This design comes from an exercise in tuning for a short achievable clock period and few clock cycles on the open sky130 flow, not from production work.
Function was checked by simulation only, so behaviour that the tests miss may differ from the original.
Power figures rest on the tool's default switching activity, not on a simulated workload.

===== flow/constraint.sdc =====
create_clock -name core_clock -period 14.0 [get_ports {clk}]
set_input_delay 2.8000 -clock core_clock [delete_from_list [all_inputs] [get_ports {clk}]]
set_output_delay 2.8000 -clock core_clock [all_outputs]
set_load 0.01 [all_outputs]

===== flow/standard.sh =====
#!/bin/bash
# synth_recipe.tcl (not shown) runs the flow's synth.tcl, then flattens the netlist and writes it again
# the make line also repeats each setting of config.mk as NAME=value (left out here)
make -C /OpenROAD-flow-scripts/flow DESIGN_CONFIG=/design/flow/config.mk WORK_HOME=/design/flow/orfs CLKGATE_MAP_FILE= SYNTH_SCRIPT=/design/flow/synth_recipe.tcl "${@:-finish}"

===== flow/flow/run.sh =====
#!/bin/bash
export SETUP_SLACK_MARGIN=9.8
export TNS_END_PERCENT=100
bash standard.sh > standard.log 2>&1

===== flow/config.mk =====
export PLATFORM = sky130hd
export DESIGN_NAME = CPU
export DESIGN_NICKNAME = CPU
export VERILOG_FILES = /design/flow/design.v
export SDC_FILE = /design/flow/constraint.sdc
export NUM_CORES = 4
export LEC_CHECK = 0
export ABC_CLOCK_PERIOD_IN_PS = 3500
export CAP_MARGIN = 20
export CORE_MARGIN = 2
export CORE_UTILIZATION = 40
export SLEW_MARGIN = 20

===== flow/design.v =====
module ALU(
	input  [31:0] A,
	input  [31:0] B,
	input  [4:0]  Shamt,
	input  [1:0]  ShiftOp,
	input         Signed,
	input  [7:0]  ResSel,    
	output [31:0] Out
);
	wire [31:0] s_add = A + B;
	wire [31:0] s_sub = A - B;
	wire lt = Signed ? ($signed(A) < $signed(B)) : (A < B);
	wire [31:0] s_shl = B << Shamt;
	wire [31:0] s_shr = $signed({ShiftOp[0] & B[31], B}) >>> Shamt;
	wire [31:0] s_sh  = ShiftOp[1] ? s_shr : s_shl;
	assign Out = ({32{ResSel[0]}} & s_add)
	           | ({32{ResSel[1]}} & s_sub)
	           | ({32{ResSel[2]}} & (A & B))
	           | ({32{ResSel[3]}} & (A | B))
	           | ({32{ResSel[4]}} & (A ^ B))
	           | ({32{ResSel[5]}} & ~(A | B))
	           | ({32{ResSel[6]}} & {31'b0, lt})
	           | ({32{ResSel[7]}} & s_sh);
endmodule
module ALUControl(
	input  [31:0] Instr,
	output        Signed,      
	output [1:0]  ShiftOp      
);
	wire [5:0] op = Instr[31:26];
	wire [5:0] fn = Instr[5:0];
	assign Signed = (op == 6'h00) ? (fn == 6'h2a | fn == 6'h03) : (op == 6'h0a);
	assign ShiftOp = fn[1:0];
endmodule
module Control(
	input  [31:0] Instr,
	output        RegWrite,    
	output [4:0]  Dest,        
	output        UsesRs,
	output        UsesRt,
	output        UseImm,      
	output [31:0] Imm,         
	output        MemRead,
	output        MemWrite,
	output        Beq,
	output        JumpReg,     
	output        Link,        
	output [7:0]  ResSel       
);
	wire [5:0] op = Instr[31:26];
	wire [5:0] fn = Instr[5:0];
	wire [4:0] rt = Instr[20:16];
	wire [4:0] rd = Instr[15:11];
	wire [15:0] imm = Instr[15:0];
	wire rtype  = (op == 6'h00);
	wire r_add  = rtype & (fn == 6'h20 | fn == 6'h21);
	wire r_sub  = rtype & (fn == 6'h22 | fn == 6'h23);
	wire r_and  = rtype & (fn == 6'h24);
	wire r_or   = rtype & (fn == 6'h25);
	wire r_xor  = rtype & (fn == 6'h26);
	wire r_nor  = rtype & (fn == 6'h27);
	wire r_slt  = rtype & (fn == 6'h2a);
	wire r_sltu = rtype & (fn == 6'h2b);
	wire r_sll  = rtype & (fn == 6'h00);
	wire r_srl  = rtype & (fn == 6'h02);
	wire r_sra  = rtype & (fn == 6'h03);
	wire r_jr   = rtype & (fn == 6'h08);
	wire r_jalr = rtype & (fn == 6'h09);
	wire i_addi = (op == 6'h08) | (op == 6'h09);
	wire i_andi = (op == 6'h0c);
	wire i_slti = (op == 6'h0a);
	wire i_sltiu= (op == 6'h0b);
	wire i_lui  = (op == 6'h0f);
	wire i_lw   = (op == 6'h23);
	wire i_sw   = (op == 6'h2b);
	wire i_beq  = (op == 6'h04);
	wire i_jal  = (op == 6'h03);
	wire r_alu = r_add | r_sub | r_and | r_or | r_xor | r_nor | r_slt | r_sltu | r_sll | r_srl | r_sra;
	wire i_alu = i_addi | i_andi | i_slti | i_sltiu | i_lui | i_lw;
	assign RegWrite = r_alu | r_jalr | i_alu | i_jal;
	assign Dest = (r_alu | r_jalr) ? rd : i_alu ? rt : i_jal ? 5'd31 : 5'd0;
	assign UsesRs = ~(op == 6'h02 | i_jal);
	assign UsesRt = rtype | i_beq | i_sw;
	assign UseImm = i_addi | i_andi | i_slti | i_sltiu | i_lui | i_lw | i_sw;
	assign Imm = i_lui ? {imm, 16'h0000} : i_andi ? {16'h0000, imm} : {{16{imm[15]}}, imm};
	assign MemRead = i_lw;
	assign MemWrite = i_sw;
	assign Beq = i_beq;
	assign JumpReg = r_jr | r_jalr;
	assign Link = r_jalr | i_jal;
	assign ResSel = {r_sll | r_srl | r_sra,
	                 r_slt | r_sltu | i_slti | i_sltiu,
	                 r_nor, r_xor, r_or, r_and | i_andi,
	                 r_sub,
	                 r_add | i_addi | i_lui | i_lw | i_sw};
endmodule
module RegisterFile(reset, clk, RegWrite, Read_register1, Read_register2, Write_register, Write_data, Read_data1, Read_data2, v0, a0, sp, ra);
	input reset, clk;
	input RegWrite;
	input [4:0] Read_register1, Read_register2, Write_register;
	input [31:0] Write_data;
	output [31:0] Read_data1, Read_data2;
	output [31:0] v0, a0, sp, ra;
	wire [31:0] rv [1:31];
	wire [31:1] live;
	genvar g;
	generate
		for (g = 1; g < 32; g = g + 1) begin : rf
			reg [31:0] r;
			wire we = RegWrite & (Write_register == g);
			if (g == 2 || g == 4 || g == 29 || g == 31) begin : port
				always @(posedge reset or posedge clk)
					if (reset) r <= 32'h00000000;
					else if (we) r <= Write_data;
				assign live[g] = 1'b1;
			end else begin : plain
				reg written;
				always @(posedge reset or posedge clk)
					if (reset) written <= 1'b0;
					else if (we) written <= 1'b1;
				always @(posedge clk)
					if (we) r <= Write_data;
				assign live[g] = written;
			end
			assign rv[g] = r;
		end
	endgenerate
	reg [31:0] r1, r2;
	integer k;
	always @* begin
		r1 = 32'h00000000;
		r2 = 32'h00000000;
		for (k = 1; k < 32; k = k + 1) begin
			r1 = r1 | ({32{(Read_register1 == k) & live[k]}} & rv[k]);
			r2 = r2 | ({32{(Read_register2 == k) & live[k]}} & rv[k]);
		end
	end
	assign Read_data1 = r1;
	assign Read_data2 = r2;
	assign v0 = rv[2];
	assign a0 = rv[4];
	assign sp = rv[29];
	assign ra = rv[31];
endmodule
module CPU(reset, clk, PC, Instruction, MemAddr, MemWData, MemRead, MemWrite, MemRData, v0, a0, sp, ra);
	input reset, clk;
	output reg [31:0] PC;
	input [31:0] Instruction;
	output [31:0] MemAddr, MemWData;
	output MemRead, MemWrite;
	input [31:0] MemRData;
	output [31:0] v0, a0, sp, ra;
	reg        d_valid;
	reg [4:0]  d_rs, d_rt;
	reg        d_regwrite;
	reg [4:0]  d_dest;
	reg        d_usesrs, d_usesrt, d_useimm;
	reg [31:0] d_imm;
	reg        d_memread, d_memwrite, d_beq, d_predtaken, d_jumpreg, d_link;
	reg [7:0]  d_ressel;
	reg        d_signed;
	reg [1:0]  d_shiftop;
	reg [4:0]  d_shamt;
	reg        d_li;             
	reg        d_dec;            
	reg [31:0] d_pc4, d_btarget, d_pred;
	reg        x_valid;
	reg        x_regwrite;
	reg [4:0]  x_dest;
	reg        x_memread, x_memwrite, x_beq, x_predtaken, x_jumpreg, x_link;
	reg [7:0]  x_ressel;
	reg        x_signed;
	reg [1:0]  x_shiftop;
	reg [4:0]  x_shamt;
	reg [31:0] x_aval, x_bval, x_sval;
	reg        x_fa, x_fb, x_fs;     
	reg [31:0] x_pc4, x_btarget, x_pred;
	reg        m_rfwe;
	reg        m_alu;            
	reg [4:0]  m_dest;
	reg        m_memread, m_memwrite;
	reg [31:0] m_result, m_addr, m_sdata;
	reg [31:0] lr;               
	reg [31:1] z;                
	reg [31:1] o;                
	wire [31:0] m_wdata = m_alu ? m_result : MemRData;
	wire [31:0] rf_rs, rf_rt;
	RegisterFile myRF(reset, clk, m_rfwe, d_rs, d_rt, m_dest, m_wdata, rf_rs, rf_rt, v0, a0, sp, ra);
	wire [31:0] xa = x_fa ? m_result : x_aval;
	wire [31:0] xb = x_fb ? m_result : x_bval;
	wire [31:0] xs = x_fs ? m_result : x_sval;
	wire [31:0] alu_out;
	ALU myALU(.A(xa), .B(xb), .Shamt(x_shamt), .ShiftOp(x_shiftop), .Signed(x_signed), .ResSel(x_ressel), .Out(alu_out));
	wire [31:0] x_result = x_link ? x_pc4 : alu_out;
	wire [31:0] x_addr = xa + xb;
	wire x_eq      = (xa == xs);
	wire x_bmiss   = x_valid & x_beq & (x_predtaken ^ x_eq);
	wire x_jrmiss  = x_valid & x_jumpreg & (xa != x_pred);
	wire redirect  = x_bmiss | x_jrmiss;
	wire [31:0] redirect_pc = x_beq ? (x_predtaken ? x_pc4 : x_btarget) : xa;
	wire [31:0] d_rsval = (m_rfwe && m_dest == d_rs && d_rs != 5'd0) ? m_wdata : rf_rs;
	wire [31:0] d_rtval = (m_rfwe && m_dest == d_rt && d_rt != 5'd0) ? m_wdata : rf_rt;
	wire x_wr = x_valid & x_regwrite;
	wire d_fa = x_wr & (x_dest == d_rs) & (d_rs != 5'd0);
	wire d_fb = x_wr & (x_dest == d_rt) & (d_rt != 5'd0);
	wire stall = d_valid & x_valid & x_memread & (x_dest != 5'd0) &
	             ((d_usesrs & (x_dest == d_rs)) | (d_usesrt & (x_dest == d_rt)));
	wire [31:0] pc4 = PC + 32'd4;
	wire [5:0] f_op = Instruction[31:26];
	wire [4:0] f_rs = Instruction[25:21];
	wire [4:0] f_rt = Instruction[20:16];
	wire [15:0] f_immf = Instruction[15:0];
	wire f_j    = (f_op[5:1] == 5'b00001);
	wire f_jal  = f_j & f_op[0];
	wire f_jr   = (f_op == 6'h00) & (Instruction[5:0] == 6'h08);
	wire f_jalr = (f_op == 6'h00) & (Instruction[5:0] == 6'h09);
	wire f_isbeq = (f_op == 6'h04);
	wire f_addi = (f_op == 6'h08) | (f_op == 6'h09);
	wire f_li   = (f_addi | (f_op == 6'h0f)) & (f_rs == 5'd0);
	wire f_dec  = f_addi & (f_rs == f_rt) & (f_immf == 16'hFFFF);
	wire d_wr = d_valid & d_regwrite;
	wire pend_xm_rs = (x_wr & (x_dest == f_rs)) | (m_rfwe & (m_dest == f_rs));
	wire pend_xm_rt = (x_wr & (x_dest == f_rt)) | (m_rfwe & (m_dest == f_rt));
	wire pend_d_rs = d_wr & (d_dest == f_rs);
	wire pend_d_rt = d_wr & (d_dest == f_rt);
	wire f_zs = (f_rs == 5'd0) | z[f_rs];
	wire f_zt = (f_rt == 5'd0) | z[f_rt];
	wire f_beqs = f_isbeq & (f_rs == f_rt);
	wire f_beqz = f_isbeq & f_zs & f_zt & ~pend_xm_rs & ~pend_xm_rt & ~pend_d_rs & ~pend_d_rt;
	wire f_beql = f_isbeq & (f_rt == 5'd0) & (f_rs != 5'd0) & o[f_rs] & ~pend_xm_rs &
	              d_valid & d_dec & (d_dest == f_rs);
	wire f_beqt = f_beqs | f_beqz | f_beql;
	wire f_jalr_li = f_jalr & d_valid & d_li & (d_dest == f_rs);
	wire [31:0] f_btarget = pc4 + {{14{f_immf[15]}}, f_immf, 2'b00};
	wire [31:0] f_pred = f_j ? {pc4[31:28], Instruction[25:0], 2'b00} : f_jr ? lr : f_beqt ? f_btarget :
	                     f_jalr_li ? d_imm : pc4;
	wire f_regwrite, f_usesrs, f_usesrt, f_useimm, f_memread, f_memwrite, f_beq, f_jumpreg, f_link;
	wire [4:0] f_dest;
	wire [31:0] f_imm;
	wire [7:0] f_ressel;
	wire f_signed;
	wire [1:0] f_shiftop;
	Control myCont(.Instr(Instruction), .RegWrite(f_regwrite), .Dest(f_dest), .UsesRs(f_usesrs), .UsesRt(f_usesrt),
		.UseImm(f_useimm), .Imm(f_imm), .MemRead(f_memread), .MemWrite(f_memwrite), .Beq(f_beq),
		.JumpReg(f_jumpreg), .Link(f_link), .ResSel(f_ressel));
	ALUControl myALUC(.Instr(Instruction), .Signed(f_signed), .ShiftOp(f_shiftop));
	always @(posedge reset or posedge clk) begin
		if (reset) begin
			PC <= 32'd0;
			lr <= 32'd0;
			z <= {31{1'b1}};
			o <= 31'd0;
			d_valid <= 1'b0;
			x_valid <= 1'b0;
			m_rfwe <= 1'b0; m_memread <= 1'b0; m_memwrite <= 1'b0;
		end else begin
			if (redirect) begin
				PC <= redirect_pc;
				d_valid <= 1'b0;
			end else if (!stall) begin
				PC <= f_pred;
				d_valid <= 1'b1;
				if (f_jal | f_jalr) lr <= pc4;
			end
			x_valid <= d_valid & ~redirect & ~stall;
			m_rfwe <= x_valid & x_regwrite;
			m_memread <= x_valid & x_memread;
			m_memwrite <= x_valid & x_memwrite;
			if (m_rfwe && m_dest != 5'd0) begin
				z[m_dest] <= (m_wdata == 32'd0);
				o[m_dest] <= (m_wdata == 32'd1);
			end
		end
	end
	always @(posedge clk) begin
		if (!redirect && !stall) begin
			d_rs <= f_rs; d_rt <= f_rt;
			d_regwrite <= f_regwrite; d_dest <= f_dest;
			d_usesrs <= f_usesrs; d_usesrt <= f_usesrt;
			d_useimm <= f_useimm; d_imm <= f_imm;
			d_memread <= f_memread; d_memwrite <= f_memwrite;
			d_beq <= f_beq; d_predtaken <= f_beqt;
			d_jumpreg <= f_jumpreg; d_link <= f_link;
			d_ressel <= f_ressel; d_signed <= f_signed; d_shiftop <= f_shiftop;
			d_shamt <= Instruction[10:6];
			d_li <= f_li; d_dec <= f_dec;
			d_pc4 <= pc4; d_btarget <= f_btarget; d_pred <= f_pred;
		end
		x_regwrite <= d_regwrite; x_dest <= d_dest;
		x_memread <= d_memread; x_memwrite <= d_memwrite;
		x_beq <= d_beq; x_predtaken <= d_predtaken;
		x_jumpreg <= d_jumpreg; x_link <= d_link;
		x_ressel <= d_ressel; x_signed <= d_signed; x_shiftop <= d_shiftop; x_shamt <= d_shamt;
		x_aval <= d_rsval;
		x_fa <= d_fa;
		x_bval <= d_useimm ? d_imm : d_rtval;
		x_fb <= d_fb & ~d_useimm;
		x_sval <= d_rtval;
		x_fs <= d_fb;
		x_pc4 <= d_pc4; x_btarget <= d_btarget; x_pred <= d_pred;
		m_alu <= ~x_memread;
		m_dest <= x_dest;
		m_result <= x_result;
		m_addr <= x_addr;
		m_sdata <= xs;
	end
	assign MemAddr = m_addr;
	assign MemWData = m_sdata;
	assign MemRead = m_memread;
	assign MemWrite = m_memwrite;
endmodule

==> summary.txt <==
==> worst max path at each step <==
| stage | startpoint | end | slack [ps] | cells past startpoint |
|---|---|---|---|---|
| final | Instruction[0] | d_pred[28]$_DFFE_PP_ | 9080 | 16 |
| after global routing | Instruction[0] | PC[30]$_DFFE_PP0P_ | 9020 | 15 |
| after CTS | Instruction[0] | d_pred[22]$_DFFE_PP_ | 9150 | 15 |
| after detailed placement | Instruction[22] | d_pred[28]$_DFFE_PP_ | 6440 | 12 |
| after global placement | Instruction[22] | d_pred[28]$_DFFE_PP_ | 6400 | 13 |
| after floorplan | reset | PC[0]$_DFFE_PP0P_ | 7430 | 1 |
==> power by group <==
part	internal (mW)	switching, mW	total, mW
logic	2.06	3.17	5.23
registers	6.11	0.717	6.83
clock network	2.73	2.16	4.89
==> stage by stage <==
step	power (mW)	cell area, um^2	instances	utilization (%)
6_report	16.9	98900	10200	50.2
5_1_grt	17.3	98800	10200	50.2
4_1_cts	16.4	96800	10100	49.2
3_5_place_dp	10.9	85900	9388	43.6
3_3_place_gp	10.9	85900	9388	43.6
2_1_floorplan	8.80	80100	6783	-
==> cell usage after synthesis, drive strengths merged, types with 200 or more instances <==
master / count / area, um^2
dfrtp: 255 / 6380
mux2i: 280 / 2800
a22oi: 248 / 1860
o21ai: 411 / 2060
a221oi: 378 / 3310
nand2: 518 / 1950
xnor2: 200 / 1750
nor2: 272 / 1020
dfxtp: 323 / 6470
edfxtp: 1033 / 31000
a22o: 325 / 2850
clkbuf: 443 / 1660
a21oi: 267 / 1340
inv: 221 / 830
==> worst max-delay path, cell delays in order <==
cell      delay [ps]
buf_12           100
buf_12           130
ha_4             170
fa_2             390
a211oi_4         350
nor4_4            80
o21ai_2          210
a21oi_2          100
o211ai_1         240
a32oi_2          160
buf_6            160
buf_6            110
xor2_2           140
mux2_4           290
nand2_2           70
nand2_1           50
==> area by class of cell <==
type                       count  area (um^2)  share of cell area [%]
sequential                  1642        44900                    45.4
multi-input combinational   4411        35300                    35.7
timing repair buffer         930         8450                    8.55
clock buffer                 221         4780                    4.83
tap                         2640         3300                    3.34
clock inverter               112         1220                    1.23
inverter                     223          903                   0.914
antenna                       20         50.0                  0.0506
timing repair inverter         2         10.0                  0.0101
==> cell usage in the layout (no fill, tap or decap), types with 41 or more instances in the layout <==
cell type  synthesis  final
mux2i_1          280    224
mux2_2           113    106
nor3_1           119     96
mux2i_4            0     47
inv_1            219    193
dfrtp_2            0    123
xor2_1            59     52
mux4_2            50     51
clkbuf_16          0    179
nand3_1          154    144
ha_1             141     92
nand4_1          144    145
a22oi_1          248    247
dfrtp_1          255    131
edfxtp_1        1033   1033
a222oi_1          50     50
a21oi_1          267    221
nor2_1           272    251
buf_6              5    186
xnor2_1          200    183
clkinv_2           0     45
o21ai_2            0     71
a22o_1           325    324
a21o_1            42     41
buf_2             24    101
o21ai_0          407    299
a221oi_1         378    371
buf_4              5    537
dfxtp_1          323    294
buf_12             0     42
nand2_1          517    505
==> per-layer routing <==
metal | vias to the layer above | global-route usage (%) | share of wire [%]
met3 | 2242 | 16.8 | 16
met2 | 7400 | 55.5 | 39
met5 | - | 0.284 | 0.089
met1 | 35400 | 51.8 | 35
met4 | 48 | 29.9 | 10
li1 | 27600 | - | -
==> kinds of logic (layout without fill, tap and decap cells) <==
kind of cell	count (synthesis)	in the layout	share of synthesized area, %
simple gates	1548	1561	9.53
xor+xnor	259	260	2.87
compound gates	1998	1998	18.4
other cells	0	20	0
mux	448	448	6.75
fa+ha+maj	144	144	2.31
buf+inv	744	1488	3.64
flops	1642	1642	56.5
==> repair_timing <==
item | in CTS | in global routing
resized for setup | 1739 | 265
buffers inserted | 346 | 85
gates cloned | 23 | 4
endpoints found under the setup margin | 748 | 615
pin swaps | 131 | 107
==> summary.txt <==
Status -> timing/DRC/antenna clean
Top reg by flops -> myRF.rf.r
Mapped Cells -> 6783
R2r endpoint -> PC[15]$_DFFE_PP0P_
Layout cell share with drive strength beyond 1 -> 28.5%
Slew HR -> 15.8%
HPWL after DPL -> 258000 um
Hold buffers post-CTS -> 0
DRT Wirelength -> 428000 um
R2r startpoint -> PC[3]$_DFFE_PP0P_
Average routed wire per standard cell -> 42.0 um
CTS clk-pin slew, worst paths -> 60 ps
Final Hold Vio Count -> 0
Minimum clock period -> 4920 ps
Count of final setup violators -> 0
Seq/Total Area, Yosys -> 56.5%
Worst setup margin -> 9080 ps
TritonCTS Buffers -> 176
CTS tree -> done
FMAX -> 0.203 GHz
Largest net degree at the start of global routing -> 67
Post-synthesis cell type count -> 92
IO buf count -> 291
Number of synthesized flops with an enable pin -> 1033
GRT Util Overall -> 40.8%
Tightest Pin Transition -> 1260 ps
Post-layout nets -> 7596
Peak supply drop -> 0.000101 V
Fin. max-slew vios -> 0
Power density cells -> 171 nW/um^2
Final hold slack -> 289 ps
Worst-path fanout max -> 2
Crit share post-route -> 35.1%
Via Count -> 72.7k
Worst EP arrival -> 5550 ps
H-tree depth -> 4
Syn_nets -> 6993
Die area -> 201000 um^2
Post-route ant nets -> 0
Cells on Worst Hold Path -> 0
Placer Congestion -> 1.01
Number of filler cells placed in the layout -> 17.1k
DRT Pass-1 Iters -> 13
RSZ-0062 raised after global routing -> yes
CP Launch Type -> input port
Mapped Area -> 79000 um^2
Root Driver -> clkbuf_16
Worst R2R Setup Slack -> 9080 ps
Setup TNS -> 0 ps
Clock insertion delay at the later pin of the skew report -> 890 ps
HP Class -> flip-flop to flip-flop
Place WS -> 6440 ps
Sink Count -> 1642
Post-DR vias/cell -> 7.13
Max FFs per register -> 992
Die height -> 449 um
YS warnings -> 2
Leakage power -> 37.5 nW
Syn_area_per_cell -> 11.7 um^2
Row cnt -> 163
Initial core utilization -> 40.2%
Crit Path Class -> input port to flip-flop
HP Start -> d_shamt[1]$_DFFE_PP_
Flops & latches, synth -> 1642
Residual DRC -> 0
Grt total ovfl -> 0
Initial antenna violation count -> 44
Required @ worst endpoint -> 14630 ps
Io pins -> 292
Worst reg2reg path depth -> 18
CTS Buffer Depth -> 3
Iter 0 DRT Violations -> 14.9k
First-pass GRT wire length -> 570000 um
Max-cap viol count -> 0
Vias in the first global route -> 67.4k
Synthesis-to-finish area growth -> 25.1%
Clk_skew -> 85.5 ps
Prevailing post-synth register cell -> edfxtp_1
Die X-Extent -> 449 um
Core Footprint -> 197000 um^2
CP endpoint kind -> flip-flop
Async S/R FF share, synth -> 17.4%
WHS Endpoint -> x_shamt[1]$_DFF_P_
Testbench counts, summed over its fixed seeds: cycles 120,534.

[what the ideal ports hide]
In the flow no input, the clock included, has a driving cell. The finished layout below was timed again as built, in two steps. Step 1, drivers: a clkbuf_16 drives clk and a buf_2 each remaining input, both assumed. Step 2 moves the port delays by t, midway between the first and last clock arrival at a register: inputs arrive t later, outputs are due t later. That takes back most of the time a late clock gives input paths. a / b / c = no drivers / after step 1 / after step 2; a / b = the first two.
shift t [ns]: 0.941
setup WS [ns]: 9.079 / 9.025 / 8.084
worst slew at a driven data input, ns: 0.17
After both steps setup and hold are still met in this run. The setup slack of this run moves by -0.054 ns with the drivers and by -0.995 ns with both steps.
